Background: an optimization exercise with open tools, aiming at small area, a short achievable clock period and few clock cycles. Do not read the settings as production practice.
The RTL was checked by simulation tests, not by an equivalence proof against the original design.

==> inputs of lagoon <==
## nnctrl
module nnctrl ( reset, clk, input_signal, in, category,
                ram_addr, ram_we, ram_wdata, ram_rdata, rom_addr, rom_rdata,
                done, ready, score0, score1 ) ;
	input 		reset, clk ;
	input		input_signal ;
	input[31:0] in ;
	output 		category ;
	output[10:0]	ram_addr ;
	output		ram_we ;
	output[31:0]	ram_wdata ;
	input[31:0]	ram_rdata ;
	output[16:0]	rom_addr ;
	input[31:0]	rom_rdata ;
	output reg	done ;
	output reg	ready ;
	output[31:0]	score0, score1 ;
	localparam INIT = 2'd0, IN = 2'd1, COMP = 2'd2, FIN = 2'd3 ;
	reg [1:0]	state ;
	reg [1:0]	icnt ;
	reg		isig_d ;
	reg		we ;
	reg		f0_en, f0_bias ;	 
	reg [3:1]	f_en ;
	reg [5:1]	f_bias ;
	reg [10:0]	addr_ram ;
	reg [16:0]	addr_rom ;
	reg [6:0]	m ;			 
	reg [31:0]	xr, wr ;
	reg [62:0]	sr, cr ;
	reg [31:0]	acc, res ;
	assign ram_addr = addr_ram ;
	assign ram_we = we ;
	assign ram_wdata = res ;
	assign rom_addr = addr_rom ;
	assign score0 = res ;
	assign score1 = acc ;
	wire [62:0]	ts, tc ;
	neural aNeural ( .x(xr), .w(wr), .en(f_en[3]), .bias(f_bias[3]), .s(ts), .c(tc) ) ;
	wire [30:0]	lo_sum ;
	wire		lo_c ;
	assign { lo_c, lo_sum } = { 1'b0, sr[30:0] } + { 1'b0, cr[30:0] } ;
	wire		resolve = f_bias[5] ;
	wire		clr = ( resolve && state != FIN ) || done || state == INIT ;
	wire [31:0]	a0 = clr ? 32'd0 : acc ;
	wire [31:0]	hs = sr[62:31], hc = cr[62:31] ;
	wire [31:0]	x1 = a0 ^ hs ^ hc ;
	wire [31:0]	y1 = ( a0 & hs ) | ( a0 & hc ) | ( hs & hc ) ;
	wire [31:0]	acc_next = x1 + { y1[30:0], lo_c } ;
	classfier classfier ( reset, clk, state == FIN && resolve, res, acc, category ) ;
	wire rise = input_signal & ~isig_d ;
	wire last = f0_en && ( addr_ram == 11'd999 || addr_ram == 11'd1124 ) ;
  ...
export LEC_CHECK = 0
export ABC_CLOCK_PERIOD_IN_PS = 3000
export CAP_MARGIN = 20
export CORE_MARGIN = 2
export CORE_UTILIZATION = 55
export SETUP_SLACK_MARGIN = 5
export SLEW_MARGIN = 20
create_clock -name core_clock -period 11.0 [get_ports {clk}]
run.sh (not shown) runs the stock make flow with config.mk's settings and CLKGATE_MAP_FILE= SYNTH_SCRIPT=/design/flow/synth_recipe.tcl, a recipe that flattens the netlist after the stock synthesis.
==> raven (differences from lagoon) <==
--- a/flow/config.mk
+++ b/flow/config.mk
@@ -6,8 +6,6 @@
 export NUM_CORES = 4
 export LEC_CHECK = 0
-export ABC_CLOCK_PERIOD_IN_PS = 3000
 export CAP_MARGIN = 20
 export CORE_MARGIN = 2
-export CORE_UTILIZATION = 55
-export SETUP_SLACK_MARGIN = 5
+export CORE_UTILIZATION = 40
 export SLEW_MARGIN = 20
==> summary.txt <==
* Run status: finished clean
* Worst path max stage delay at 0.78 ns
* Min Tclk post-route at 5.876 ns
* Die area at 0.06476 mm2
* Post-layout util at 61.94%
* Post-route insts no fill at 4488
* DRT Pass-1 Iters at 9
* Reg2Reg Capture Point: cr[38]
* Register area at 0.006580 mm2
* Wirelength, routed at 114600 um
* Non-clock buffers at 314
* CP Data Required Time at 11.43 ns
That was lagoon.
==> summary.txt <==
* Run status: finished clean
* DRT Pass-1 Iters at 6
* Register area at 0.006581 mm2
* Wirelength, routed at 114200 um
* Non-clock buffers at 302
* Worst path max stage delay at 0.91 ns
* Die area at 0.08863 mm2
* Post-route insts no fill at 4790
* Reg2Reg Capture Point: cr[36]
* Min Tclk post-route at 5.941 ns
That was raven.
Testbench counts of lagoon, summed over its fixed seeds: cycles 1,215,690.
Testbench counts of raven, summed over its fixed seeds: cycles 1,215,690.

==> run a <==
nnctrl, a different RTL version from the one above (not shown whole).
Settings: LEC_CHECK=0, ABC_CLOCK_PERIOD_IN_PS=3000, CAP_MARGIN=20, CORE_MARGIN=2, CORE_UTILIZATION=55, SLEW_MARGIN=20; clock period 11.0 ns.
standard.sh (not shown) runs the stock make flow with config.mk's settings and CLKGATE_MAP_FILE= SYNTH_SCRIPT=/design/flow/synth_recipe.tcl, a recipe that flattens the netlist after the stock synthesis.
==> flow/flow/run.sh <==
#!/bin/bash
set -euo pipefail
W=$(pwd)
R=$W/orfs/results/$FLOW_PLATFORM/nnctrl/base
bash standard.sh synth > synth.log 2>&1
cp $R/1_2_yosys.v $W/synth_standard.v
python3 $W/flow/polarity.py $W/synth_standard.v $R/1_2_yosys.v > polarity.log 2>&1
rm -f $R/1_synth.odb
bash standard.sh finish SETUP_SLACK_MARGIN=6.6 TNS_END_PERCENT=100 > layout.log 2>&1
Other scripts of this flow, unchanged in this note and not shown: flow/flow/polarity.py
==> run b (differences from run a) <==
--- a/flow/flow/run.sh
+++ b/flow/flow/run.sh
@@ -8,2 +8,2 @@
 rm -f $R/1_synth.odb
-bash standard.sh finish SETUP_SLACK_MARGIN=6.6 TNS_END_PERCENT=100 > layout.log 2>&1
+bash standard.sh finish SETUP_SLACK_MARGIN=7.0 TNS_END_PERCENT=100 > layout.log 2>&1
==> summary.txt <==
status no timing/DRC/antenna violations; CTS clk-pin slew, worst paths 0.07 ns; Layout Cells excl Fill 4,010; Setup Skew 0.0254 ns; share of layout cells above drive strength 1 0.0685; DR pass1 iterations 7; vias in the first global route around 29,000; crit-path max FO 32; reg2reg setup slack about 6.6 ns; Starting DRT DRC Count 3,161; Worst setup endpoint cr[32]
That was run a.
==> summary.txt <==
status no timing/DRC/antenna violations; Starting DRT DRC Count between 4,000 and 5,000; share of layout cells above drive strength 1 0.168; vias in the first global route just under 30,000; Worst setup endpoint cr[36]; CTS clk-pin slew, worst paths 0.06 ns; Layout Cells excl Fill ~4,200; Setup Skew 0.0241 ns
That was run b.
Testbench counts of run a, summed over its fixed seeds: cycles 1,215,690.
Testbench counts of run b, summed over its fixed seeds: cycles 1,215,690.

==> afterwards: timing with drivers on the ports <==
How much do the figures lean on ideal ports? The routed layouts below were timed once more, with nothing changed but the port constraints.
Step 1, drivers: a clkbuf_16 drives clk and a buf_2 each remaining input, both assumed.
Step 2 adds t to the input delays and takes it off the output delays; t is the mean of the earliest and latest rising clock arrival at the registers after step 1. Input paths then give back, and output paths get back, about the clock's delay inside the block.
Three values: ideal ports, drivers, drivers and shift; two values: the first two.
run	t, ns	slack for setup (ns)	clock arrival spread, ns
lagoon	0.633	5.124 / 5.124 / 5.124	0.054 / 0.054
raven	0.647	5.059 / 5.059 / 5.059	0.043 / 0.043
run a	0.642	6.649 / 6.649 / 6.649	0.026 / 0.026
run b	0.639	6.900 / 6.900 / 6.900	0.031 / 0.031
After both steps every run listed still meets setup and hold.
